Source: an optimization exercise on an open RTL-to-GDS flow (aim: small area, a short achievable clock period and few clock cycles per item). Production flows keep margins and buffers that such runs may drop.
Function was not checked in any run shown here: the RTL went through the layout flow alone.
No activity file was given, so power comes from the tool's default toggle rates.

## flow/design.v (module list and top-level ports; edited modules follow where they fit)
// module Complex_Multiplier: 443 lines
// module cm_fa: 4 lines
// module cm_bsel1: 3 lines
// module cm_bsel2: 3 lines
// module cm_benc: 5 lines
// module cm_benc0: 5 lines
// module cm_ha: 4 lines
module Complex_Multiplier (
	input clk,
	input rst,
	input signed  [7:0] Re_in_1,
	input signed  [7:0] Im_in_1,
	input signed  [7:0] Re_in_2,
	input signed  [7:0] Im_in_2,
	input signed  [1:0] data_valid_in,
	output signed [15:0] Re_out,
	output signed [15:0] Im_out,
	output signed [1:0] data_valid_out
);
  // ...
==> flow/flow/run.sh <==
#!/bin/bash
# The standard ORFS flow (standard.sh) with these changes:
#  - port buffers are sky130_fd_sc_hd__buf_2 cells instead of the default
#    delay buffers;
#  - before floorplanning, combinational cells start at drive strength 1
#    (flow/downsize.tcl); the flow's repair steps upsize where needed;
#  - extra make variables, one per line, from flow/make_args.txt if present.
# Each tool's log stays under orfs/logs/; make's own output goes to run_make.log.
set -euo pipefail
here=$(pwd)
extra=()
if [[ -f flow/make_args.txt ]]; then
  while IFS= read -r line; do
    [[ -n "$line" ]] && extra+=("$line")
  done < flow/make_args.txt
fi
bash standard.sh \
  "BUFFER_PORTS_ARGS=-buffer_cell sky130_fd_sc_hd__buf_2" \
  "PRE_FLOORPLAN_TCL=$here/flow/downsize.tcl" \
  "${extra[@]}" \
  finish > run_make.log 2>&1
==> flow/flow/downsize.tcl <==
# PRE_FLOORPLAN hook: start every combinational cell of the synthesized netlist
# at drive strength 1; the flow's own repair steps upsize cells where timing
# or slew needs it. Flip-flops keep the cell synthesis gave them.
set n_down 0
foreach inst [get_cells *] {
  set ref [get_property $inst ref_name]
  if { [regexp {^(sky130_fd_sc_hd__[a-z0-9]+)_([0-9]+)$} $ref -> base size] } {
    if { $size <= 1 || [string match "*__df*" $base] || [string match "*__conb*" $base] } {
      continue
    }
    set cand [get_lib_cells -quiet */${base}_1]
    if { [llength $cand] > 0 } {
      replace_cell $inst [lindex $cand 0]
      incr n_down
    }
  }
}
puts "downsize.tcl: $n_down cells set to drive strength 1"
==> flow/standard.sh <==
#!/bin/bash
# synth_recipe.tcl (not shown) runs the flow's synth.tcl, then flattens the netlist and writes it again
# the make line also repeats each setting of config.mk as NAME=value (left out here)
make -C /OpenROAD-flow-scripts/flow DESIGN_CONFIG=/design/flow/config.mk WORK_HOME=/design/flow/orfs CLKGATE_MAP_FILE= SYNTH_SCRIPT=/design/flow/synth_recipe.tcl "${@:-finish}"
==> flow/config.mk <==
export PLATFORM = sky130hd
export DESIGN_NAME = Complex_Multiplier
export DESIGN_NICKNAME = Complex_Multiplier
export VERILOG_FILES = /design/flow/design.v
export SDC_FILE = /design/flow/constraint.sdc
export NUM_CORES = 4
export LEC_CHECK = 0
export CAP_MARGIN = 20
export CORE_MARGIN = 2
export CORE_UTILIZATION = 60
export CTS_BUF_LIST = sky130_fd_sc_hd__clkbuf_4 sky130_fd_sc_hd__clkbuf_8
export SETUP_SLACK_MARGIN = 1.2
export SLEW_MARGIN = 20
export SYNTH_HIERARCHICAL = 1
==> flow/constraint.sdc <==
create_clock -name core_clock -period 5.0 [get_ports {clk}]
set_input_delay 1.0000 -clock core_clock [delete_from_list [all_inputs] [get_ports {clk}]]
set_output_delay 1.0000 -clock core_clock [all_outputs]
set_load 0.01 [all_outputs]
==> metrics.cfg, run 1 <==
[outcome]
outcome = finished clean

[pwr]
pwr-share-comb_pct = 74.1
p_clk_share_pct = 8.9
p_sw_share_pct = 46.2
p_leak_nw = 3.55

[finish]
fin_cells = 994
largest_cell_class = multi-input gates
seq_cells = 61
seq_share_pct = 14.1

[routing]
wl_met2_um = 8550
dr.pass1.iters = 6
wl_met1_um = 8030
drc = 0

[hold_path]
whs_path_depth = 2
hold_class = input port to flip-flop

[clock_tree]
postCtsSetupRepairBufs = 0
cts_buffer_depth = 2

[worst_setup_path]
path_depth = 10
critPathMaxStageDelay_ns = 0.56

[floorplan]
num_rows = 40

[global_route]
antenna_found_initial = 0
grt_pass1_wl_um = 30100

[timing]
max_clock_freq_ghz = 0.269
maxSlewHeadroom_pct = 61.3

[place]
dpl_worst_slack_ns = 0.606

==> run 2, diff against run 1 <==
--- a/flow/design.v
+++ b/flow/design.v
@@ -5,17 +5,17 @@
 	input signed  [7:0] Im_in_1,
 	input signed  [7:0] Re_in_2,
 	input signed  [7:0] Im_in_2,
 	input signed  [1:0] data_valid_in,
 	output signed [15:0] Re_out,
 	output signed [15:0] Im_out,
 	output signed [1:0] data_valid_out
 );
-wire cone1, ctwo2, cnz3, cnegn4, cone5, ctwo6, cnz7, cnegn8, cone9, ctwo10, cnz11, cnegn12, cone13, ctwo14, cnz15, cnegn16, done17, dtwo18, dnz19, dnegn20, done21, dtwo22, dnz23, dnegn24, done25, dtwo26, dnz27, dnegn28, done29, dtwo30, dnz31, dnegn32, pp33, pp34, pp35, pp36, pp37, pp38, pp39, pp40, pp41, pp42, pp43, pp44, pp45, pp46, pp47, pp48, pp49, pp50, pp51, pp52, pp53, pp54, pp55, pp56, pp57, pp58, pp59, pp60, pp61, pp62, pp63, pp64, pp65, pp66, pp67, pp68, pp69, pp70, pp71, pp72, pp73, pp74, pp75, pp76, pp77, pp78, pp79, pp80, pp81, pp82, pp83, pp84, pp85, pp86, pp87, pp88, pp89, pp90, pp91, pp92, pp93, pp94, pp95, pp96, pp97, pp98, pp99, pp100, pp101, pp102, pp103, pp104, ci105, ci106, ci107, ci108, res109, rec110, res111, rec112, res113, rec114, res115, rec116, res117, rec118, res119, rec120, res121, rec122, res123, rec124, res125, rec126, res127, rec128, res129, rec130, res131, rec132, res133, rec134, res135, rec136, res137, rec138, res139, rec140, res141, rec142, res143, rec144, res145, rec146, res147, rec148, res149, rec150, res151, rec152, res153, rec154, res155, rec156, res157, rec158, res159, rec160, res161, rec162, res163, rec164, res165, rec166, res167, rec168, res169, rec170, res171, rec172, res173, rec174, res175, rec176, res177, rec178, res179, rec180, res181, rec182, res183, rec184, res185, rec186, res187, rec188, res189, rec190, res191, rec192, res193, rec194, res195, rec196, res197, rec198, res199, rec200, res201, rec202, res203, rec204, res205, rec206, res207, rec208, res209, rec210, res211, rec212, res213, rec214, res215, rec216, res217, rec218, res219, rec220, res221, rec222, res223, rec224, res225, rec226, res227, rec228, res229, rec230, res231, rec232, res233, rec234, res235, rec236, res237, rec238, res239, rec240, res241, rec242, pp243, pp244, pp245, pp246, pp247, pp248, pp249, pp250, pp251, pp252, pp253, pp254, pp255, pp256, pp257, pp258, pp259, pp260, pp261, pp262, pp263, pp264, pp265, pp266, pp267, pp268, pp269, pp270, pp271, pp272, pp273, pp274, pp275, pp276, pp277, pp278, pp279, pp280, pp281, pp282, pp283, pp284, pp285, pp286, pp287, pp288, pp289, pp290, pp291, pp292, pp293, pp294, pp295, pp296, pp297, pp298, pp299, pp300, pp301, pp302, pp303, pp304, pp305, pp306, pp307, pp308, pp309, pp310, pp311, pp312, pp313, pp314, ci315, ci316, ci317, ci318, ims319, imc320, ims321, imc322, ims323, imc324, ims325, imc326, ims327, imc328, ims329, imc330, ims331, imc332, ims333, imc334, ims335, imc336, ims337, imc338, ims339, imc340, ims341, imc342, ims343, imc344, ims345, imc346, ims347, imc348, ims349, imc350, ims351, imc352, ims353, imc354, ims355, imc356, ims357, imc358, ims359, imc360, ims361, imc362, ims363, imc364, ims365, imc366, ims367, imc368, ims369, imc370, ims371, imc372, ims373, imc374, ims375, imc376, ims377, imc378, ims379, imc380, ims381, imc382, ims383, imc384, ims385, imc386, ims387, imc388, ims389, imc390, ims391, imc392, ims393, imc394, ims395, imc396, ims397, imc398, ims399, imc400, ims401, imc402, ims403, imc404, ims405, imc406, ims407, imc408, ims409, imc410, ims411, imc412, ims413, imc414, ims415, imc416, ims417, imc418, ims419, imc420, ims421, imc422, ims423, imc424, ims425, imc426, ims427, imc428, ims429, imc430, ims431, imc432, ims433, imc434, ims435, imc436, ims437, imc438, ims439, imc440, ims441, imc442, ims443, imc444, ims445, imc446, ims447, imc448, ims449, imc450, ims451, imc452, relos453, reloc454, relos455, reloc456, relos457, reloc458, imlos459, imloc460, imlos461, imloc462, imlos463, imloc464;
+wire cone1, ctwo2, cnz3, cnegn4, cone5, ctwo6, cnz7, cnegn8, cone9, ctwo10, cnz11, cnegn12, cone13, ctwo14, cnz15, cnegn16, done17, dtwo18, dnz19, dnegn20, done21, dtwo22, dnz23, dnegn24, done25, dtwo26, dnz27, dnegn28, done29, dtwo30, dnz31, dnegn32, pp33, pp34, pp35, pp36, pp37, pp38, pp39, pp40, pp41, pp42, pp43, pp44, pp45, pp46, pp47, pp48, pp49, pp50, pp51, pp52, pp53, pp54, pp55, pp56, pp57, pp58, pp59, pp60, pp61, pp62, pp63, pp64, pp65, pp66, pp67, pp68, pp69, pp70, pp71, pp72, pp73, pp74, pp75, pp76, pp77, pp78, pp79, pp80, pp81, pp82, pp83, pp84, pp85, pp86, pp87, pp88, pp89, pp90, pp91, pp92, pp93, pp94, pp95, pp96, pp97, pp98, pp99, pp100, pp101, pp102, pp103, pp104, ci105, ci106, ci107, ci108, res109, rec110, res111, rec112, res113, rec114, res115, rec116, res117, rec118, res119, rec120, res121, rec122, res123, rec124, res125, rec126, res127, rec128, res129, rec130, res131, rec132, res133, rec134, res135, rec136, res137, rec138, res139, rec140, res141, rec142, res143, rec144, res145, rec146, res147, rec148, res149, rec150, res151, rec152, res153, rec154, res155, rec156, res157, rec158, res159, rec160, res161, rec162, res163, rec164, res165, rec166, res167, rec168, res169, rec170, res171, rec172, res173, rec174, res175, rec176, res177, rec178, res179, rec180, res181, rec182, res183, rec184, res185, rec186, res187, rec188, res189, rec190, res191, rec192, res193, rec194, res195, rec196, res197, rec198, res199, rec200, res201, rec202, res203, rec204, res205, rec206, res207, rec208, res209, rec210, res211, rec212, res213, rec214, res215, rec216, res217, rec218, res219, rec220, res221, rec222, res223, rec224, res225, rec226, res227, rec228, res229, rec230, res231, rec232, res233, rec234, res235, rec236, res237, rec238, res239, rec240, res241, rec242, pp243, pp244, pp245, pp246, pp247, pp248, pp249, pp250, pp251, pp252, pp253, pp254, pp255, pp256, pp257, pp258, pp259, pp260, pp261, pp262, pp263, pp264, pp265, pp266, pp267, pp268, pp269, pp270, pp271, pp272, pp273, pp274, pp275, pp276, pp277, pp278, pp279, pp280, pp281, pp282, pp283, pp284, pp285, pp286, pp287, pp288, pp289, pp290, pp291, pp292, pp293, pp294, pp295, pp296, pp297, pp298, pp299, pp300, pp301, pp302, pp303, pp304, pp305, pp306, pp307, pp308, pp309, pp310, pp311, pp312, pp313, pp314, ci315, ci316, ci317, ci318, ims319, imc320, ims321, imc322, ims323, imc324, ims325, imc326, ims327, imc328, ims329, imc330, ims331, imc332, ims333, imc334, ims335, imc336, ims337, imc338, ims339, imc340, ims341, imc342, ims343, imc344, ims345, imc346, ims347, imc348, ims349, imc350, ims351, imc352, ims353, imc354, ims355, imc356, ims357, imc358, ims359, imc360, ims361, imc362, ims363, imc364, ims365, imc366, ims367, imc368, ims369, imc370, ims371, imc372, ims373, imc374, ims375, imc376, ims377, imc378, ims379, imc380, ims381, imc382, ims383, imc384, ims385, imc386, ims387, imc388, ims389, imc390, ims391, imc392, ims393, imc394, ims395, imc396, ims397, imc398, ims399, imc400, ims401, imc402, ims403, imc404, ims405, imc406, ims407, imc408, ims409, imc410, ims411, imc412, ims413, imc414, ims415, imc416, ims417, imc418, ims419, imc420, ims421, imc422, ims423, imc424, ims425, imc426, ims427, imc428, ims429, imc430, ims431, imc432, ims433, imc434, ims435, imc436, ims437, imc438, ims439, imc440, ims441, imc442, ims443, imc444, ims445, imc446, ims447, imc448, ims449, imc450, ims451, imc452, relos453, reloc454, relos455, reloc456, relos457, reloc458, relos459, reloc460, reapgs461, reapgc462, reapgs463, reapgc464, reapgs465, reapgc466, reapgs467, reapgc468, reapgs469, reapgc470, reapgs471, reapgc472, reapgs473, reapgc474, reapgs475, reapgc476, reapgs477, reapgc478, reapgs479, reapgc480, reapgs481, reapgc482, reapgs483, reapgc484, reaG485, reaG486, reaP487, reaG488, reaP489, reaG490, reaP491, reaG492, reaP493, reaG494, reaP495, reaG496, reaP497, reaG498, reaP499, reaG500, reaP501, reaG502, reaP503, reaG504, reaP505, reaG506, reaP507, reav508, reaG509, reaG510, reaG511, reaP512, reaG513, reaP514, reaG515, reaP516, reaG517, reaP518, reaG519, reaP520, reaG521, reaP522, reaG523, reaP524, reaG525, reaP526, reaG527, reaP528, reaG529, reav530, reaG531, reaG532, reaG533, reaG534, reaP535, reaG536, reaP537, reaG538, reaP539, reaG540, reaP541, reaG542, reaP543, reav544, reaG545, reaG546, reav547, reaG548, reav549, reaG550, reaG551, reaS552, reaS553, reaS554, reaS555, reaS556, reaS557, reaS558, reaS559, reaS560, reaS561, reaS562, reaS563, imlos564, imloc565, imlos566, imloc567, imlos568, imloc569, imlos570, imloc571, imapgs572, imapgc573, imapgs574, imapgc575, imapgs576, imapgc577, imapgs578, imapgc579, imapgs580, imapgc581, imapgs582, imapgc583, imapgs584, imapgc585, imapgs586, imapgc587, imapgs588, imapgc589, imapgs590, imapgc591, imapgs592, imapgc593, imapgs594, imapgc595, imaG596, imaG597, imaP598, imaG599, imaP600, imaG601, imaP602, imaG603, imaP604, imaG605, imaP606, imaG607, imaP608, imaG609, imaP610, imaG611, imaP612, imaG613, imaP614, imaG615, imaP616, imaG617, imaP618, imav619, imaG620, imaG621, imaG622, imaP623, imaG624, imaP625, imaG626, imaP627, imaG628, imaP629, imaG630, imaP631, imaG632, imaP633, imaG634, imaP635, imaG636, imaP637, imaG638, imaP639, imaG640, imav641, imaG642, imaG643, imaG644, imaG645, imaP646, imaG647, imaP648, imaG649, imaP650, imaG651, imaP652, imaG653, imaP654, imav655, imaG656, imaG657, imav658, imaG659, imav660, imaG661, imaG662, imaS663, imaS664, imaS665, imaS666, imaS667, imaS668, imaS669, imaS670, imaS671, imaS672, imaS673, imaS674;
 cm_benc0 u_cone1 (.y1(Re_in_2[1]), .y0(Re_in_2[0]), .one(cone1), .two(ctwo2), .nz(cnz3));
 assign cnegn4 = ~Re_in_2[1];
 cm_benc u_cone5 (.y1(Re_in_2[3]), .y0(Re_in_2[2]), .ym(Re_in_2[1]), .one(cone5), .two(ctwo6), .nz(cnz7));
 assign cnegn8 = ~Re_in_2[3];
 cm_benc u_cone9 (.y1(Re_in_2[5]), .y0(Re_in_2[4]), .ym(Re_in_2[3]), .one(cone9), .two(ctwo10), .nz(cnz11));
 assign cnegn12 = ~Re_in_2[5];
 cm_benc u_cone13 (.y1(Re_in_2[7]), .y0(Re_in_2[6]), .ym(Re_in_2[5]), .one(cone13), .two(ctwo14), .nz(cnz15));
 assign cnegn16 = ~Re_in_2[7];
@@ -311,28 +311,210 @@
 cm_fa u_ims443 (.a(ims385), .b(imc412), .c(ims413), .s(ims443), .co(imc444));
 cm_fa u_ims445 (.a(imc386), .b(ims415), .c(imc414), .s(ims445), .co(imc446));
 cm_fa u_ims447 (.a(imc388), .b(ims417), .c(imc416), .s(ims447), .co(imc448));
 cm_fa u_ims449 (.a(imc392), .b(ims419), .c(imc418), .s(ims449), .co(imc450));
 cm_ha u_ims451 (.a(pp278), .b(imc420), .s(ims451), .co(imc452));
 cm_ha u_relos453 (.a(pp69), .b(res211), .s(relos453), .co(reloc454));
 cm_fa u_relos455 (.a(rec212), .b(res213), .c(reloc454), .s(relos455), .co(reloc456));
 cm_fa u_relos457 (.a(rec214), .b(res215), .c(reloc456), .s(relos457), .co(reloc458));
-cm_ha u_imlos459 (.a(pp279), .b(ims421), .s(imlos459), .co(imloc460));
-cm_fa u_imlos461 (.a(imc422), .b(ims423), .c(imloc460), .s(imlos461), .co(imloc462));
-cm_fa u_imlos463 (.a(imc424), .b(ims425), .c(imloc462), .s(imlos463), .co(imloc464));
+cm_fa u_relos459 (.a(rec216), .b(res217), .c(reloc458), .s(relos459), .co(reloc460));
+cm_ha u_reapgs461 (.a(re_q0_4), .b(re_q1_4), .s(reapgs461), .co(reapgc462));
+cm_ha u_reapgs463 (.a(re_q0_5), .b(re_q1_5), .s(reapgs463), .co(reapgc464));
+cm_ha u_reapgs465 (.a(re_q0_6), .b(re_q1_6), .s(reapgs465), .co(reapgc466));
+cm_ha u_reapgs467 (.a(re_q0_7), .b(re_q1_7), .s(reapgs467), .co(reapgc468));
+cm_ha u_reapgs469 (.a(re_q0_8), .b(re_q1_8), .s(reapgs469), .co(reapgc470));
+cm_ha u_reapgs471 (.a(re_q0_9), .b(re_q1_9), .s(reapgs471), .co(reapgc472));
+cm_ha u_reapgs473 (.a(re_q0_10), .b(re_q1_10), .s(reapgs473), .co(reapgc474));
+cm_ha u_reapgs475 (.a(re_q0_11), .b(re_q1_11), .s(reapgs475), .co(reapgc476));
+cm_ha u_reapgs477 (.a(re_q0_12), .b(re_q1_12), .s(reapgs477), .co(reapgc478));
+cm_ha u_reapgs479 (.a(re_q0_13), .b(re_q1_13), .s(reapgs479), .co(reapgc480));
+cm_ha u_reapgs481 (.a(re_q0_14), .b(re_q1_14), .s(reapgs481), .co(reapgc482));
+cm_ha u_reapgs483 (.a(re_q0_15), .b(re_q1_15), .s(reapgs483), .co(reapgc484));
+cm_aoi21 u_reaG485 (.a1(reapgs461), .a2(re_cy_q), .b1(reapgc462), .y(reaG485));
+cm_aoi21 u_reaG486 (.a1(reapgs463), .a2(reapgc462), .b1(reapgc464), .y(reaG486));
+cm_nand2 u_reaP487 (.a(reapgs463), .b(reapgs461), .y(reaP487));
+cm_aoi21 u_reaG488 (.a1(reapgs465), .a2(reapgc464), .b1(reapgc466), .y(reaG488));
+cm_nand2 u_reaP489 (.a(reapgs465), .b(reapgs463), .y(reaP489));
+cm_aoi21 u_reaG490 (.a1(reapgs467), .a2(reapgc466), .b1(reapgc468), .y(reaG490));
+cm_nand2 u_reaP491 (.a(reapgs467), .b(reapgs465), .y(reaP491));
+cm_aoi21 u_reaG492 (.a1(reapgs469), .a2(reapgc468), .b1(reapgc470), .y(reaG492));
+cm_nand2 u_reaP493 (.a(reapgs469), .b(reapgs467), .y(reaP493));
+cm_aoi21 u_reaG494 (.a1(reapgs471), .a2(reapgc470), .b1(reapgc472), .y(reaG494));
+cm_nand2 u_reaP495 (.a(reapgs471), .b(reapgs469), .y(reaP495));
+cm_aoi21 u_reaG496 (.a1(reapgs473), .a2(reapgc472), .b1(reapgc474), .y(reaG496));
+cm_nand2 u_reaP497 (.a(reapgs473), .b(reapgs471), .y(reaP497));
+cm_aoi21 u_reaG498 (.a1(reapgs475), .a2(reapgc474), .b1(reapgc476), .y(reaG498));
+cm_nand2 u_reaP499 (.a(reapgs475), .b(reapgs473), .y(reaP499));
+cm_aoi21 u_reaG500 (.a1(reapgs477), .a2(reapgc476), .b1(reapgc478), .y(reaG500));
+cm_nand2 u_reaP501 (.a(reapgs477), .b(reapgs475), .y(reaP501));
+cm_aoi21 u_reaG502 (.a1(reapgs479), .a2(reapgc478), .b1(reapgc480), .y(reaG502));
+cm_nand2 u_reaP503 (.a(reapgs479), .b(reapgs477), .y(reaP503));
+cm_aoi21 u_reaG504 (.a1(reapgs481), .a2(reapgc480), .b1(reapgc482), .y(reaG504));
+cm_nand2 u_reaP505 (.a(reapgs481), .b(reapgs479), .y(reaP505));
+cm_aoi21 u_reaG506 (.a1(reapgs483), .a2(reapgc482), .b1(reapgc484), .y(reaG506));
+cm_nand2 u_reaP507 (.a(reapgs483), .b(reapgs481), .y(reaP507));
+assign reav508 = ~re_cy_q;
+cm_oai21 u_reaG509 (.a1(reaP487), .a2(reav508), .b1(reaG486), .y(reaG509));
+cm_oai21 u_reaG510 (.a1(reaP489), .a2(reaG485), .b1(reaG488), .y(reaG510));
+cm_oai21 u_reaG511 (.a1(reaP491), .a2(reaG486), .b1(reaG490), .y(reaG511));
+cm_nor2 u_reaP512 (.a(reaP491), .b(reaP487), .y(reaP512));
+cm_oai21 u_reaG513 (.a1(reaP493), .a2(reaG488), .b1(reaG492), .y(reaG513));
+cm_nor2 u_reaP514 (.a(reaP493), .b(reaP489), .y(reaP514));
+cm_oai21 u_reaG515 (.a1(reaP495), .a2(reaG490), .b1(reaG494), .y(reaG515));
+cm_nor2 u_reaP516 (.a(reaP495), .b(reaP491), .y(reaP516));
+cm_oai21 u_reaG517 (.a1(reaP497), .a2(reaG492), .b1(reaG496), .y(reaG517));
+cm_nor2 u_reaP518 (.a(reaP497), .b(reaP493), .y(reaP518));
+cm_oai21 u_reaG519 (.a1(reaP499), .a2(reaG494), .b1(reaG498), .y(reaG519));
+cm_nor2 u_reaP520 (.a(reaP499), .b(reaP495), .y(reaP520));
+cm_oai21 u_reaG521 (.a1(reaP501), .a2(reaG496), .b1(reaG500), .y(reaG521));
+cm_nor2 u_reaP522 (.a(reaP501), .b(reaP497), .y(reaP522));
+cm_oai21 u_reaG523 (.a1(reaP503), .a2(reaG498), .b1(reaG502), .y(reaG523));
+cm_nor2 u_reaP524 (.a(reaP503), .b(reaP499), .y(reaP524));
+cm_oai21 u_reaG525 (.a1(reaP505), .a2(reaG500), .b1(reaG504), .y(reaG525));
+cm_nor2 u_reaP526 (.a(reaP505), .b(reaP501), .y(reaP526));
+cm_oai21 u_reaG527 (.a1(reaP507), .a2(reaG502), .b1(reaG506), .y(reaG527));
+cm_nor2 u_reaP528 (.a(reaP507), .b(reaP503), .y(reaP528));
+cm_aoi21 u_reaG529 (.a1(reaP512), .a2(re_cy_q), .b1(reaG511), .y(reaG529));
+assign reav530 = ~reaG485;
+cm_aoi21 u_reaG531 (.a1(reaP514), .a2(reav530), .b1(reaG513), .y(reaG531));
+cm_aoi21 u_reaG532 (.a1(reaP516), .a2(reaG509), .b1(reaG515), .y(reaG532));
+cm_aoi21 u_reaG533 (.a1(reaP518), .a2(reaG510), .b1(reaG517), .y(reaG533));
+cm_aoi21 u_reaG534 (.a1(reaP520), .a2(reaG511), .b1(reaG519), .y(reaG534));
+cm_nand2 u_reaP535 (.a(reaP520), .b(reaP512), .y(reaP535));
+cm_aoi21 u_reaG536 (.a1(reaP522), .a2(reaG513), .b1(reaG521), .y(reaG536));
+cm_nand2 u_reaP537 (.a(reaP522), .b(reaP514), .y(reaP537));
+cm_aoi21 u_reaG538 (.a1(reaP524), .a2(reaG515), .b1(reaG523), .y(reaG538));
+cm_nand2 u_reaP539 (.a(reaP524), .b(reaP516), .y(reaP539));
+cm_aoi21 u_reaG540 (.a1(reaP526), .a2(reaG517), .b1(reaG525), .y(reaG540));
+cm_nand2 u_reaP541 (.a(reaP526), .b(reaP518), .y(reaP541));
+cm_aoi21 u_reaG542 (.a1(reaP528), .a2(reaG519), .b1(reaG527), .y(reaG542));
+cm_nand2 u_reaP543 (.a(reaP528), .b(reaP520), .y(reaP543));
+assign reav544 = ~re_cy_q;
+cm_oai21 u_reaG545 (.a1(reaP535), .a2(reav544), .b1(reaG534), .y(reaG545));
+cm_oai21 u_reaG546 (.a1(reaP537), .a2(reaG485), .b1(reaG536), .y(reaG546));
+assign reav547 = ~reaG509;
+cm_oai21 u_reaG548 (.a1(reaP539), .a2(reav547), .b1(reaG538), .y(reaG548));
+assign reav549 = ~reaG510;
+cm_oai21 u_reaG550 (.a1(reaP541), .a2(reav549), .b1(reaG540), .y(reaG550));
+cm_oai21 u_reaG551 (.a1(reaP543), .a2(reaG529), .b1(reaG542), .y(reaG551));
+cm_xor2 u_reaS552 (.a(reapgs461), .b(re_cy_q), .y(reaS552));
+cm_xnor2 u_reaS553 (.a(reapgs463), .b(reaG485), .y(reaS553));
+cm_xor2 u_reaS554 (.a(reapgs465), .b(reaG509), .y(reaS554));
+cm_xor2 u_reaS555 (.a(reapgs467), .b(reaG510), .y(reaS555));
+cm_xnor2 u_reaS556 (.a(reapgs469), .b(reaG529), .y(reaS556));
+cm_xnor2 u_reaS557 (.a(reapgs471), .b(reaG531), .y(reaS557));
+cm_xnor2 u_reaS558 (.a(reapgs473), .b(reaG532), .y(reaS558));
+cm_xnor2 u_reaS559 (.a(reapgs475), .b(reaG533), .y(reaS559));
+cm_xor2 u_reaS560 (.a(reapgs477), .b(reaG545), .y(reaS560));
+cm_xor2 u_reaS561 (.a(reapgs479), .b(reaG546), .y(reaS561));
+cm_xor2 u_reaS562 (.a(reapgs481), .b(reaG548), .y(reaS562));
+cm_xor2 u_reaS563 (.a(reapgs483), .b(reaG550), .y(reaS563));
+cm_ha u_imlos564 (.a(pp279), .b(ims421), .s(imlos564), .co(imloc565));
+cm_fa u_imlos566 (.a(imc422), .b(ims423), .c(imloc565), .s(imlos566), .co(imloc567));
+cm_fa u_imlos568 (.a(imc424), .b(ims425), .c(imloc567), .s(imlos568), .co(imloc569));
+cm_fa u_imlos570 (.a(imc426), .b(ims427), .c(imloc569), .s(imlos570), .co(imloc571));
+cm_ha u_imapgs572 (.a(im_q0_4), .b(im_q1_4), .s(imapgs572), .co(imapgc573));
+cm_ha u_imapgs574 (.a(im_q0_5), .b(im_q1_5), .s(imapgs574), .co(imapgc575));
+cm_ha u_imapgs576 (.a(im_q0_6), .b(im_q1_6), .s(imapgs576), .co(imapgc577));
+cm_ha u_imapgs578 (.a(im_q0_7), .b(im_q1_7), .s(imapgs578), .co(imapgc579));
+cm_ha u_imapgs580 (.a(im_q0_8), .b(im_q1_8), .s(imapgs580), .co(imapgc581));
+cm_ha u_imapgs582 (.a(im_q0_9), .b(im_q1_9), .s(imapgs582), .co(imapgc583));
+cm_ha u_imapgs584 (.a(im_q0_10), .b(im_q1_10), .s(imapgs584), .co(imapgc585));
+cm_ha u_imapgs586 (.a(im_q0_11), .b(im_q1_11), .s(imapgs586), .co(imapgc587));
+cm_ha u_imapgs588 (.a(im_q0_12), .b(im_q1_12), .s(imapgs588), .co(imapgc589));
+cm_ha u_imapgs590 (.a(im_q0_13), .b(im_q1_13), .s(imapgs590), .co(imapgc591));
+cm_ha u_imapgs592 (.a(im_q0_14), .b(im_q1_14), .s(imapgs592), .co(imapgc593));
+cm_ha u_imapgs594 (.a(im_q0_15), .b(im_q1_15), .s(imapgs594), .co(imapgc595));
+cm_aoi21 u_imaG596 (.a1(imapgs572), .a2(im_cy_q), .b1(imapgc573), .y(imaG596));
+cm_aoi21 u_imaG597 (.a1(imapgs574), .a2(imapgc573), .b1(imapgc575), .y(imaG597));
+cm_nand2 u_imaP598 (.a(imapgs574), .b(imapgs572), .y(imaP598));
+cm_aoi21 u_imaG599 (.a1(imapgs576), .a2(imapgc575), .b1(imapgc577), .y(imaG599));
+cm_nand2 u_imaP600 (.a(imapgs576), .b(imapgs574), .y(imaP600));
+cm_aoi21 u_imaG601 (.a1(imapgs578), .a2(imapgc577), .b1(imapgc579), .y(imaG601));
+cm_nand2 u_imaP602 (.a(imapgs578), .b(imapgs576), .y(imaP602));
+cm_aoi21 u_imaG603 (.a1(imapgs580), .a2(imapgc579), .b1(imapgc581), .y(imaG603));
+cm_nand2 u_imaP604 (.a(imapgs580), .b(imapgs578), .y(imaP604));
+cm_aoi21 u_imaG605 (.a1(imapgs582), .a2(imapgc581), .b1(imapgc583), .y(imaG605));
+cm_nand2 u_imaP606 (.a(imapgs582), .b(imapgs580), .y(imaP606));
+cm_aoi21 u_imaG607 (.a1(imapgs584), .a2(imapgc583), .b1(imapgc585), .y(imaG607));
+cm_nand2 u_imaP608 (.a(imapgs584), .b(imapgs582), .y(imaP608));
+cm_aoi21 u_imaG609 (.a1(imapgs586), .a2(imapgc585), .b1(imapgc587), .y(imaG609));
+cm_nand2 u_imaP610 (.a(imapgs586), .b(imapgs584), .y(imaP610));
+cm_aoi21 u_imaG611 (.a1(imapgs588), .a2(imapgc587), .b1(imapgc589), .y(imaG611));
+cm_nand2 u_imaP612 (.a(imapgs588), .b(imapgs586), .y(imaP612));
+cm_aoi21 u_imaG613 (.a1(imapgs590), .a2(imapgc589), .b1(imapgc591), .y(imaG613));
+cm_nand2 u_imaP614 (.a(imapgs590), .b(imapgs588), .y(imaP614));
+cm_aoi21 u_imaG615 (.a1(imapgs592), .a2(imapgc591), .b1(imapgc593), .y(imaG615));
+cm_nand2 u_imaP616 (.a(imapgs592), .b(imapgs590), .y(imaP616));
+cm_aoi21 u_imaG617 (.a1(imapgs594), .a2(imapgc593), .b1(imapgc595), .y(imaG617));
+cm_nand2 u_imaP618 (.a(imapgs594), .b(imapgs592), .y(imaP618));
+assign imav619 = ~im_cy_q;
+cm_oai21 u_imaG620 (.a1(imaP598), .a2(imav619), .b1(imaG597), .y(imaG620));
+cm_oai21 u_imaG621 (.a1(imaP600), .a2(imaG596), .b1(imaG599), .y(imaG621));
+cm_oai21 u_imaG622 (.a1(imaP602), .a2(imaG597), .b1(imaG601), .y(imaG622));
+cm_nor2 u_imaP623 (.a(imaP602), .b(imaP598), .y(imaP623));
+cm_oai21 u_imaG624 (.a1(imaP604), .a2(imaG599), .b1(imaG603), .y(imaG624));
+cm_nor2 u_imaP625 (.a(imaP604), .b(imaP600), .y(imaP625));
+cm_oai21 u_imaG626 (.a1(imaP606), .a2(imaG601), .b1(imaG605), .y(imaG626));
+cm_nor2 u_imaP627 (.a(imaP606), .b(imaP602), .y(imaP627));
+cm_oai21 u_imaG628 (.a1(imaP608), .a2(imaG603), .b1(imaG607), .y(imaG628));
+cm_nor2 u_imaP629 (.a(imaP608), .b(imaP604), .y(imaP629));
+cm_oai21 u_imaG630 (.a1(imaP610), .a2(imaG605), .b1(imaG609), .y(imaG630));
+cm_nor2 u_imaP631 (.a(imaP610), .b(imaP606), .y(imaP631));
+cm_oai21 u_imaG632 (.a1(imaP612), .a2(imaG607), .b1(imaG611), .y(imaG632));
+cm_nor2 u_imaP633 (.a(imaP612), .b(imaP608), .y(imaP633));
+cm_oai21 u_imaG634 (.a1(imaP614), .a2(imaG609), .b1(imaG613), .y(imaG634));
+cm_nor2 u_imaP635 (.a(imaP614), .b(imaP610), .y(imaP635));
+cm_oai21 u_imaG636 (.a1(imaP616), .a2(imaG611), .b1(imaG615), .y(imaG636));
+cm_nor2 u_imaP637 (.a(imaP616), .b(imaP612), .y(imaP637));
+cm_oai21 u_imaG638 (.a1(imaP618), .a2(imaG613), .b1(imaG617), .y(imaG638));
+cm_nor2 u_imaP639 (.a(imaP618), .b(imaP614), .y(imaP639));
+cm_aoi21 u_imaG640 (.a1(imaP623), .a2(im_cy_q), .b1(imaG622), .y(imaG640));
+assign imav641 = ~imaG596;
+cm_aoi21 u_imaG642 (.a1(imaP625), .a2(imav641), .b1(imaG624), .y(imaG642));
+cm_aoi21 u_imaG643 (.a1(imaP627), .a2(imaG620), .b1(imaG626), .y(imaG643));
+cm_aoi21 u_imaG644 (.a1(imaP629), .a2(imaG621), .b1(imaG628), .y(imaG644));
+cm_aoi21 u_imaG645 (.a1(imaP631), .a2(imaG622), .b1(imaG630), .y(imaG645));
+cm_nand2 u_imaP646 (.a(imaP631), .b(imaP623), .y(imaP646));
+cm_aoi21 u_imaG647 (.a1(imaP633), .a2(imaG624), .b1(imaG632), .y(imaG647));
+cm_nand2 u_imaP648 (.a(imaP633), .b(imaP625), .y(imaP648));
+cm_aoi21 u_imaG649 (.a1(imaP635), .a2(imaG626), .b1(imaG634), .y(imaG649));
+cm_nand2 u_imaP650 (.a(imaP635), .b(imaP627), .y(imaP650));
+cm_aoi21 u_imaG651 (.a1(imaP637), .a2(imaG628), .b1(imaG636), .y(imaG651));
+cm_nand2 u_imaP652 (.a(imaP637), .b(imaP629), .y(imaP652));
+cm_aoi21 u_imaG653 (.a1(imaP639), .a2(imaG630), .b1(imaG638), .y(imaG653));
+cm_nand2 u_imaP654 (.a(imaP639), .b(imaP631), .y(imaP654));
+assign imav655 = ~im_cy_q;
+cm_oai21 u_imaG656 (.a1(imaP646), .a2(imav655), .b1(imaG645), .y(imaG656));
+cm_oai21 u_imaG657 (.a1(imaP648), .a2(imaG596), .b1(imaG647), .y(imaG657));
+assign imav658 = ~imaG620;
+cm_oai21 u_imaG659 (.a1(imaP650), .a2(imav658), .b1(imaG649), .y(imaG659));
+assign imav660 = ~imaG621;
+cm_oai21 u_imaG661 (.a1(imaP652), .a2(imav660), .b1(imaG651), .y(imaG661));
+cm_oai21 u_imaG662 (.a1(imaP654), .a2(imaG640), .b1(imaG653), .y(imaG662));
+cm_xor2 u_imaS663 (.a(imapgs572), .b(im_cy_q), .y(imaS663));
+cm_xnor2 u_imaS664 (.a(imapgs574), .b(imaG596), .y(imaS664));
+cm_xor2 u_imaS665 (.a(imapgs576), .b(imaG620), .y(imaS665));
+cm_xor2 u_imaS666 (.a(imapgs578), .b(imaG621), .y(imaS666));
+cm_xnor2 u_imaS667 (.a(imapgs580), .b(imaG640), .y(imaS667));
+cm_xnor2 u_imaS668 (.a(imapgs582), .b(imaG642), .y(imaS668));
+cm_xnor2 u_imaS669 (.a(imapgs584), .b(imaG643), .y(imaS669));
+cm_xnor2 u_imaS670 (.a(imapgs586), .b(imaG644), .y(imaS670));
+cm_xor2 u_imaS671 (.a(imapgs588), .b(imaG656), .y(imaS671));
+cm_xor2 u_imaS672 (.a(imapgs590), .b(imaG657), .y(imaS672));
+cm_xor2 u_imaS673 (.a(imapgs592), .b(imaG659), .y(imaS673));
+cm_xor2 u_imaS674 (.a(imapgs594), .b(imaG661), .y(imaS674));
 reg vld_q;
 always @(posedge clk) vld_q <= ~rst & (|data_valid_in);
 assign data_valid_out = {1'b0, vld_q};
 wire [15:0] re_r0 = {res241, res239, res237, rec234, rec232, rec230, rec228, rec226, rec224, rec222, rec220, rec218, rec216, rec214, rec212, pp69};
 wire [15:0] re_r1 = {rec240, rec238, rec236, res235, res233, res231, res229, res227, res225, res223, res221, res219, res217, res215, res213, res211};
-reg [2:0] re_lo_q;
-always @(posedge clk) re_lo_q <= {relos457, relos455, relos453};
-reg re_q0_3;
-always @(posedge clk) re_q0_3 <= rec216;
+reg [3:0] re_lo_q;
+always @(posedge clk) re_lo_q <= {relos459, relos457, relos455, relos453};
 reg re_q0_4;
 always @(posedge clk) re_q0_4 <= rec218;
 reg re_q0_5;
 always @(posedge clk) re_q0_5 <= rec220;
 reg re_q0_6;
 always @(posedge clk) re_q0_6 <= rec222;
 reg re_q0_7;
 always @(posedge clk) re_q0_7 <= rec224;
@@ -347,18 +529,16 @@
 reg re_q0_12;
 always @(posedge clk) re_q0_12 <= rec234;
 reg re_q0_13;
 always @(posedge clk) re_q0_13 <= res237;
 reg re_q0_14;
 always @(posedge clk) re_q0_14 <= res239;
 reg re_q0_15;
 always @(posedge clk) re_q0_15 <= res241;
-reg re_q1_3;
-always @(posedge clk) re_q1_3 <= res217;
 reg re_q1_4;
 always @(posedge clk) re_q1_4 <= res219;
 reg re_q1_5;
 always @(posedge clk) re_q1_5 <= res221;
 reg re_q1_6;
 always @(posedge clk) re_q1_6 <= res223;
 reg re_q1_7;
 always @(posedge clk) re_q1_7 <= res225;
@@ -374,24 +554,22 @@
 always @(posedge clk) re_q1_12 <= res235;
 reg re_q1_13;
 always @(posedge clk) re_q1_13 <= rec236;
 reg re_q1_14;
 always @(posedge clk) re_q1_14 <= rec238;
 reg re_q1_15;
 always @(posedge clk) re_q1_15 <= rec240;
 reg re_cy_q;
-always @(posedge clk) re_cy_q <= reloc458;
-assign Re_out = {{re_q0_15, re_q0_14, re_q0_13, re_q0_12, re_q0_11, re_q0_10, re_q0_9, re_q0_8, re_q0_7, re_q0_6, re_q0_5, re_q0_4, re_q0_3} + {re_q1_15, re_q1_14, re_q1_13, re_q1_12, re_q1_11, re_q1_10, re_q1_9, re_q1_8, re_q1_7, re_q1_6, re_q1_5, re_q1_4, re_q1_3} + re_cy_q, re_lo_q};
+always @(posedge clk) re_cy_q <= reloc460;
+assign Re_out = {{reaS563, reaS562, reaS561, reaS560, reaS559, reaS558, reaS557, reaS556, reaS555, reaS554, reaS553, reaS552}, re_lo_q};
 wire [15:0] im_r0 = {ims451, ims449, ims447, imc444, imc442, imc440, imc438, imc436, imc434, imc432, imc430, imc428, imc426, imc424, imc422, pp279};
 wire [15:0] im_r1 = {imc450, imc448, imc446, ims445, ims443, ims441, ims439, ims437, ims435, ims433, ims431, ims429, ims427, ims425, ims423, ims421};
-reg [2:0] im_lo_q;
-always @(posedge clk) im_lo_q <= {imlos463, imlos461, imlos459};
-reg im_q0_3;
-always @(posedge clk) im_q0_3 <= imc426;
+reg [3:0] im_lo_q;
+always @(posedge clk) im_lo_q <= {imlos570, imlos568, imlos566, imlos564};
 reg im_q0_4;
 always @(posedge clk) im_q0_4 <= imc428;
 reg im_q0_5;
 always @(posedge clk) im_q0_5 <= imc430;
 reg im_q0_6;
 always @(posedge clk) im_q0_6 <= imc432;
 reg im_q0_7;
 always @(posedge clk) im_q0_7 <= imc434;
@@ -406,18 +584,16 @@
 reg im_q0_12;
 always @(posedge clk) im_q0_12 <= imc444;
 reg im_q0_13;
 always @(posedge clk) im_q0_13 <= ims447;
 reg im_q0_14;
 always @(posedge clk) im_q0_14 <= ims449;
 reg im_q0_15;
 always @(posedge clk) im_q0_15 <= ims451;
-reg im_q1_3;
-always @(posedge clk) im_q1_3 <= ims427;
 reg im_q1_4;
 always @(posedge clk) im_q1_4 <= ims429;
 reg im_q1_5;
 always @(posedge clk) im_q1_5 <= ims431;
 reg im_q1_6;
 always @(posedge clk) im_q1_6 <= ims433;
 reg im_q1_7;
 always @(posedge clk) im_q1_7 <= ims435;
@@ -433,18 +609,18 @@
 always @(posedge clk) im_q1_12 <= ims445;
 reg im_q1_13;
 always @(posedge clk) im_q1_13 <= imc446;
 reg im_q1_14;
 always @(posedge clk) im_q1_14 <= imc448;
 reg im_q1_15;
 always @(posedge clk) im_q1_15 <= imc450;
 reg im_cy_q;
-always @(posedge clk) im_cy_q <= imloc464;
-assign Im_out = {{im_q0_15, im_q0_14, im_q0_13, im_q0_12, im_q0_11, im_q0_10, im_q0_9, im_q0_8, im_q0_7, im_q0_6, im_q0_5, im_q0_4, im_q0_3} + {im_q1_15, im_q1_14, im_q1_13, im_q1_12, im_q1_11, im_q1_10, im_q1_9, im_q1_8, im_q1_7, im_q1_6, im_q1_5, im_q1_4, im_q1_3} + im_cy_q, im_lo_q};
+always @(posedge clk) im_cy_q <= imloc571;
+assign Im_out = {{imaS674, imaS673, imaS672, imaS671, imaS670, imaS669, imaS668, imaS667, imaS666, imaS665, imaS664, imaS663}, im_lo_q};
 endmodule
 module cm_fa (input a, input b, input c, output s, output co);
   assign s = a ^ b ^ c;
   assign co = (a & b) | (a & c) | (b & c);
 endmodule
 module cm_bsel1 (input e, input x, input n, output p);
   assign p = (e & x) ^ n;
 endmodule
@@ -456,12 +632,30 @@
   assign two = (y1 & ~y0 & ~ym) | (~y1 & y0 & ym);
   assign nz = ~(y1 & y0 & ym) & (y1 | y0 | ym);
 endmodule
 module cm_benc0 (input y1, input y0, output one, output two, output nz);
   assign one = y0;
   assign two = y1 & ~y0;
   assign nz = y1 | y0;
 endmodule
+module cm_aoi21 (input a1, input a2, input b1, output y);
+  assign y = ~((a1 & a2) | b1);
+endmodule
+module cm_oai21 (input a1, input a2, input b1, output y);
+  assign y = ~((a1 | a2) & b1);
+endmodule
+module cm_nand2 (input a, input b, output y);
+  assign y = ~(a & b);
+endmodule
+module cm_nor2 (input a, input b, output y);
+  assign y = ~(a | b);
+endmodule
+module cm_xnor2 (input a, input b, output y);
+  assign y = ~(a ^ b);
+endmodule
+module cm_xor2 (input a, input b, output y);
+  assign y = a ^ b;
+endmodule
 module cm_ha (input a, input b, output s, output co);
   assign s = a ^ b;
   assign co = a & b;
 endmodule
==> run 2 against run 1 <==
Net effect:
- highest routed layer unchanged
- synthesized cell count rose by 4.6%
- design area fell by 0.89%
- total power barely moved
- count of clock-buffer cells in the layout rose by 3
- hold slack improved by 0.054 ns
- first-iteration DRC count rose by 44%
- maximum frequency fell by 1.1%
- clock power rose by 17%
- core utilization fell by 0.64 points
- cell count rose by 0.80%
- setup slack got worse by 0.043 ns
==> metrics.cfg, run 2 <==
[outcome]
outcome = finished clean

[global_route]
grt_pass1_vias = 5929
antenna_found_initial = 0  ; unchanged
overflow = 0
grtUsageTotal_pct = 30.2
grt_pass1_wl_um = 30500  ; +1.2%
grt_max_degree = 29

[hold_path]
hold_start = data_valid_in[0]
whs_path_depth = 2  ; unchanged
hold_class = input port to flip-flop
hold-path-endpoint = vld_q

[timing]
hold_viol = 0
maxSlewHeadroom_pct = 58.0  ; -3.4 points
worst_pin_slew_ns = 0.630
period_share_pct = 75.2
max_clock_freq_ghz = 0.266  ; -1.1%
finalSetupViolCount = 0
tns_ns = 0
slew_viol_final = 0
fin_crit_ns = 3.76
rsz0062_at_grt = true

[floorplan]
die-area_um2 = 13400
die_x_um = 116
initial_utilization_pct = 61.8
num_rows = 40  ; unchanged
core-area_um2 = 12100
die_h_um = 116
num_io_pins = 70

[worst_setup_path]
start_kind = input port
end_kind = flip-flop
worstPathRequired_ns = 5.25
crit_fanout = 12
path_class = input port to flip-flop
crit_arrival_ns = 4.01

[pwr]
seqPwrFrac_pct = 16.5
peakVddDrop_uv = 497
p_sw_share_pct = 46.9  ; +0.73 points
power.internal_w = 0.00267
switching_power_w = 0.00236
pwr-share-comb_pct = 73.1  ; -1.0 points
p_leak_nw = 3.48  ; -1.9%
p_clk_share_pct = 10.4  ; +1.5 points
power.density_nw_per_um2 = 585

[clock_tree]
clk_pin_slew_ns = 0.07
cts_buffers = 9
cts_tree = yes
htreeDepth = 3
ctsRootBufferMaster = clkbuf_8
cts_buffer_depth = 2  ; unchanged
cts_num_sinks = 59

[place]
port_buffers = 68
place_hpwl_um = 14000
gp_congestion = 0.923

[routing]
drtIter0Drc = 709
ant_nets = 0
via_count = 6098
routed_via_density = 6.09
wirelength_um = 19200
wire_per_inst_um = 19.1
dr.pass1.iters = 6  ; unchanged
drc = 0  ; unchanged

[finish]
drive_above_1_share_pct = 16.3
fin_util_pct = 71.0
reg_top3 = im_lo_q (4), re_lo_q (4)
antenna_cells = 0
fillers = 983
final_cell_mix = xnor2_1, a22oi_1, fa_1, buf_2, nand2_1
final_common_cell = xnor2_1
final_nets = 1031

[flow_run]
cap_violations = 0

[logic_synthesis]
synthCells = 746
synth.net_count = 948
ys.warnings.count = 7

[run 2: cell count changes in the layout (fill, tap and decap cells not counted), moves of 3 or more]
| cell | previous run | this run |
|---|---|---|
| a21o_1 | 9 | 0 |
| a21oi_1 | 19 | 38 |
| buf_4 | 34 | 28 |
| fa_1 | 107 | 104 |
| inv_1 | 15 | 23 |
| nand2_1 | 49 | 60 |
| nand2b_1 | 8 | 5 |
| nand3_1 | 3 | 0 |
| nor3_1 | 10 | 6 |
| o21ai_0 | 7 | 0 |
| o21ai_1 | 0 | 28 |
| xor2_1 | 7 | 14 |
[run 2: stage by stage]
stage               setup WS (ns)  instances  hold slack [ns]  instance area, um2  power (W)
CTS                          1.21        992            0.817                8420    0.00505
global route                 1.16       1002            0.822                8600    0.00557
floorplan                    1.21        746             1.12                7550    0.00359
detailed placement          0.384        976             1.22                8160    0.00449
finish                       1.24       1002            0.830                8600    0.00503
global placement            0.517        976             1.20                8160    0.00436
[run 2: layout make-up]
class	count	area, um2	share of cell area, %
Sequential cell	59	1180	13.7
Tap cell	168	210	2.44
Clock buffer	12	159	1.85
Timing Repair Buffer	99	627	7.29
Multi-Input combinational cell	637	6260	72.8
Clock inverter	4	72.6	0.844
Inverter	23	86.3	1.00
[run 2: worst max-delay path: stages]
cell      delay (ns)
buf_4           0.18
buf_12          0.17
nand2b_1        0.15
o21ai_2         0.14
buf_6           0.17
buf_8           0.14
a22oi_1         0.09
xnor2_1         0.26
fa_1            0.45
fa_2            0.36
fa_1            0.50
fa_1            0.41
[run 2: timing repair]
action                     CTS  global route
hold buffers                 0             0
pin swaps                    0            13
cloned                       0             1
setup endpoints to repair   27            21
resized for setup            7            24
buffers inserted             0             9
[run 2: power groups by stage]
stage,sequential (W),combinational [W],clock (W)
3_3_place_gp,0.000839,0.00352,0
5_1_grt,0.000859,0.00416,0.000556
4_1_cts,0.000835,0.00368,0.000533
2_1_floorplan,0.000840,0.00275,0
3_5_place_dp,0.000844,0.00365,0
6_report,0.000832,0.00368,0.000522
[run 2: how the worst max path moves through the flow]
stage | slack (ns) | depth (start not counted) | start | endpoint
floorplan | 1.21 | 8 | Im_in_2[5] | re_q1_9
global placement | 0.52 | 9 | Im_in_2[5] | re_q1_9
detailed placement | 0.38 | 9 | Im_in_2[5] | re_q1_8
CTS | 1.21 | 11 | Re_in_2[3] | re_q1_8
global route | 1.16 | 12 | Re_in_2[3] | re_q1_11
finish | 1.24 | 12 | Re_in_2[3] | re_q1_11
[run 2: routing by layer]
| metal | wire [um] | GRT usage (%) | vias to the layer above | share of wire, % |
|---|---|---|---|---|
| li1 | - | - | 2737 | - |
| met5 | 0 | 0 | - | 0 |
| met4 | 412 | 10.1 | 0 | 2.2 |
| met1 | 8160 | 43.1 | 3020 | 43 |
| met3 | 1930 | 7.90 | 30 | 10 |
| met2 | 8650 | 45.3 | 311 | 45 |

[port drivers added, routing unchanged]
The results above use ideal ports. As a check the final layouts listed here were re-extracted and re-timed, cells and wires unchanged. Step 1, drivers: a clkbuf_16 drives clk and a buf_2 each remaining input, both assumed. Step 2, shift: input delay + t, output delay - t, t = (earliest + latest rising clock arrival at the registers) / 2. This alone moves slack from input paths to output paths. Slacks: ideal ports / drivers / drivers and shift; pairs: ideal ports / drivers.
run	t, ns	slack for setup (ns)	hold slack, ns	worst slew at a driven data input, ns
run 1	0.400	1.281 / 1.263 / 0.891	0.776 / 0.764 / 1.164	0.04
run 2	0.408	1.238 / 1.253 / 0.845	0.830 / 0.816 / 1.224	0.04
After both steps every run listed still meets setup and hold. For run 2, which loses most, drivers alone change the setup slack by +0.015 ns; drivers and shift together by -0.393 ns.
